What follows belongs to an exercise in optimizing a design on an open flow for small area; a production flow would make more cautious choices.
Where RTL was checked, it was by simulation tests only, not by an equivalence proof against the original.

Setup of v22:
Design synthesizer, start of the top module:
module synthesizer(clk, rst, sw, freq, sig, seg);
    input clk;           
    input rst;           
    input [4:0] sw;      
    input [11:0] freq;   
    output [15:0] sig;   
    output [6:0] seg;    
    wire sq;
    wire [12:0] saw_q;
    wire saw_x, saw_valid;
    wire [15:0] sig_sine;
    display disp_ (.freq(freq), .segOut(seg));
    osc_square squosc_ (.freq(freq), .clk(clk), .rst(rst), .sq(sq));
    osc_tri_saw trisawsc_ (.freq(freq), .clk(clk), .rst(rst),
                           .q(saw_q), .X(saw_x), .valid(saw_valid));
    osc_sine sinesc_ (.freq(freq), .clk(clk), .rst(rst), .sin(sig_sine));
    sig_adder sigadd_ (.clk(clk), .rst(rst), .sw(sw), .sq(sq), .q(saw_q),
                       .X(saw_x), .saw_valid(saw_valid), .sig_sine(sig_sine), .sig(sig));
endmodule
Size: ~2,200 cells after synthesis, about 42 I/O pins, ~22,000 sq um of cells after synthesis.
Settings: LEC_CHECK=0, CAP_MARGIN=5, CORE_MARGIN=2, CORE_UTILIZATION=60, CTS_BUF_LIST=sky130_fd_sc_hd__clkbuf_16, CTS_CLUSTER_DIAMETER=100, CTS_CLUSTER_SIZE=28, PLACE_DENSITY=0.75, SLEW_MARGIN=5; clock period 500.0 ns.
standard.sh (not shown) runs the stock make flow with config.mk's settings and CLKGATE_MAP_FILE= SYNTH_SCRIPT=/design/flow/synth_recipe.tcl, a recipe that flattens the netlist after the stock synthesis.
==> flow/flow/run.sh <==
#!/bin/bash
# Standard synthesis, then inverters pushed across full adders (flow/fapol.py:
# a full adder with all inputs and outputs inverted is the same adder), then
# the standard layout from the modified netlist.
set -euo pipefail
R=orfs/results/sky130hd/synthesizer/base
bash standard.sh synth > synth.log 2>&1
cp $R/1_2_yosys.v yosys_netlist_orig.v
python3 flow/fapol.py yosys_netlist_orig.v $R/1_2_yosys.v > fapol.log 2>&1
rm -f $R/1_synth.odb $R/1_synth.sdc
touch $R/1_2_yosys.v
bash standard.sh "BUFFER_PORTS_ARGS=-buffer_cell sky130_fd_sc_hd__buf_1" finish > layout.log 2>&1
Other scripts of this flow, unchanged in this note and not shown: flow/flow/fapol.py
v22 reached the final stage; the timing, DRC and antenna checks on its layout passed.
Relative to v22, the following input files were edited for v6:
# v22
export LEC_CHECK = 0
export CAP_MARGIN = 5
export CORE_MARGIN = 2
export CORE_UTILIZATION = 60
export CTS_BUF_LIST = sky130_fd_sc_hd__clkbuf_16
export CTS_CLUSTER_DIAMETER = 100
export CTS_CLUSTER_SIZE = 28
export PLACE_DENSITY = 0.75
export SLEW_MARGIN = 5
create_clock -name core_clock -period 500.0 [get_ports {clk}]
# v6
export LEC_CHECK = 0
export CAP_MARGIN = 5
export CORE_MARGIN = 2
export CORE_UTILIZATION = 75
export CTS_BUF_LIST = sky130_fd_sc_hd__clkbuf_8
export CTS_CLUSTER_DIAMETER = 70
export CTS_CLUSTER_SIZE = 16
export PLACE_DENSITY = 0.85
export SLEW_MARGIN = 5
create_clock -name core_clock -period 500.0 [get_ports {clk}]
Notes after the runs:
Going from v22 to v6, filler cell count now sits lower, number of non-clock inverters in the layout now sits at about the same level, pin count of the biggest net entering global routing now sits higher, global-route usage now sits higher. v6 did not stop at any stage, and its layout met the timing, DRC and antenna checks. Compared v22 against v6; area of combinational cells with multiple inputs within noise. Any difference in clock-pin slew of the registers on the worst-case setup and hold paths between v6 and v22 is small enough to ignore. Taking v22 as the reference, in v6 non-clock buffer count shrank by 2.8%, fmax has remained practically unchanged. v6 vs v22: utilization up in v6.
--- input diff v6..v20 ---
# v6
export LEC_CHECK = 0
export CAP_MARGIN = 5
export CORE_MARGIN = 2
export CORE_UTILIZATION = 75
export CTS_BUF_LIST = sky130_fd_sc_hd__clkbuf_8
export CTS_CLUSTER_DIAMETER = 70
export CTS_CLUSTER_SIZE = 16
export PLACE_DENSITY = 0.85
export SLEW_MARGIN = 5
create_clock -name core_clock -period 500.0 [get_ports {clk}]
# v20
export LEC_CHECK = 0
export CAP_MARGIN = 0
export CORE_MARGIN = 2
export CORE_UTILIZATION = 60
export CTS_BUF_LIST = sky130_fd_sc_hd__clkbuf_16
export CTS_CLUSTER_DIAMETER = 100
export CTS_CLUSTER_SIZE = 28
export PLACE_DENSITY = 0.75
export SLEW_MARGIN = 0
create_clock -name core_clock -period 500.0 [get_ports {clk}]
--- outcome ---
v20: PASS, flow complete, no timing, DRC or antenna violations
Against v6 as the reference, v20 delivers a lower first-pass GRT wire length.
In the metrics for v20 and v6, the one carrying the lower met2 layer usage reported by global route is v20.
As far as final instance area is concerned, v20 and v6 perform about the same.
What v50 does differently from v20 at the input level:
# v20
export LEC_CHECK = 0
export CAP_MARGIN = 0
export CORE_MARGIN = 2
export CORE_UTILIZATION = 60
export CTS_BUF_LIST = sky130_fd_sc_hd__clkbuf_16
export CTS_CLUSTER_DIAMETER = 100
export CTS_CLUSTER_SIZE = 28
export PLACE_DENSITY = 0.75
export SLEW_MARGIN = 0
create_clock -name core_clock -period 500.0 [get_ports {clk}]
# v50
export LEC_CHECK = 0
export CAP_MARGIN = 5
export CORE_MARGIN = 2
export CORE_UTILIZATION = 60
export CTS_BUF_LIST = sky130_fd_sc_hd__clkbuf_8
export CTS_CLUSTER_DIAMETER = 70
export CTS_CLUSTER_SIZE = 16
export PLACE_DENSITY = 0.75
export SLEW_MARGIN = 5
create_clock -name core_clock -period 500.0 [get_ports {clk}]
==> comparison <==
- Summary of the comparison: final critical-path setup slack is higher in v50, relative to v20.
- From v20 to v50 the numbers moved as follows: hold slack held; first-pass GRT wire length comparable; final cycle utilization of the critical path held steady; routed wire length did not really move.
- Against v20, relative slew slack in v50 came out better.
- Of v20 and v50, the run reporting the higher clock-buffer cell count was v50.

---

delta:
synthesizer, a different RTL version from the one above (not shown whole).
Size in the first run: ~2200 cells after synthesis.
Settings: LEC_CHECK=0, CAP_MARGIN=5, CORE_MARGIN=2, CORE_UTILIZATION=60, CTS_BUF_LIST=sky130_fd_sc_hd__clkbuf_16, CTS_CLUSTER_DIAMETER=100, CTS_CLUSTER_SIZE=28, GPL_TIMING_DRIVEN=0, PLACE_DENSITY=0.75, SLEW_MARGIN=5; clock period 500.0 ns.
Scripts as last shown in full above: flow/flow/run.sh
Other scripts of this flow, unchanged in this note and not shown: flow/flow/fapol.py
### delta -> alpha
- clearing GPL_TIMING_DRIVEN, which used to be 0
Results
alpha: PASS, flow complete, no timing, DRC or antenna violations
On alpha: worst slack on hold paths is 0.022 ns lower than what delta gave.
Taking delta as the reference, in alpha count of mapped cells out of synthesis ~0 delta; share of layout cells above drive strength 1 grew by 1.1 points; worst path setup slack after routing moved up; achievable frequency grew by 0.73%; placement-stage worst setup slack increased by 1.33 ns relative to the old numbers.
When alpha is measured against delta, its average wire per standard cell turns out 12% lower.
The run showing the greater layout buffering overhead excluding clock cells is delta.
Function was not checked in any run of this note: the RTL went through the layout flow alone.

## what the ideal ports hide
Ports are ideal in the flow. The routed layouts listed here were re-timed in OpenROAD.
Step 1 (the two cells are an assumption about what drives the block):
set clk [get_ports {clk}]
set_driving_cell -lib_cell sky130_fd_sc_hd__clkbuf_16 $clk
set_driving_cell -lib_cell sky130_fd_sc_hd__buf_2 [delete_from_list [all_inputs] $clk]
Step 2, shift: input delay + t, output delay - t, t = (earliest + latest rising clock arrival at the registers) / 2. This alone moves slack from input paths to output paths.
Slacks: ideal / step 1 / step 2; pairs: ideal / step 1.
| run | shift t [ns] | setup slack, ns | clock arrival spread, ns | slew at the worst register clock pin (ns) | worst slew at a driven data input, ns |
|---|---|---|---|---|---|
| v22 | 0.545 | 296.867 / 296.808 / 296.808 | 0.062 / 0.062 | 0.12 / 0.12 | 0.08 |
| v6 | 0.617 | 296.925 / 296.902 / 296.902 | 0.077 / 0.077 | 0.10 / 0.10 | 0.11 |
| v20 | 0.547 | 296.850 / 296.792 / 296.792 | 0.066 / 0.066 | 0.12 / 0.12 | 0.08 |
| v50 | 0.617 | 296.896 / 296.838 / 296.838 | 0.043 / 0.043 | 0.11 / 0.11 | 0.08 |
| delta | 0.544 | 297.051 / 297.029 / 297.029 | 0.017 / 0.017 | 0.12 / 0.12 | 0.03 |
| alpha | 0.552 | 298.514 / 298.491 / 298.491 | 0.068 / 0.068 | 0.12 / 0.12 | 0.03 |
After both steps every run listed still meets setup and hold. The setup slack of v22, which loses most, moves by -0.059 ns with the drivers and by -0.059 ns with both steps.
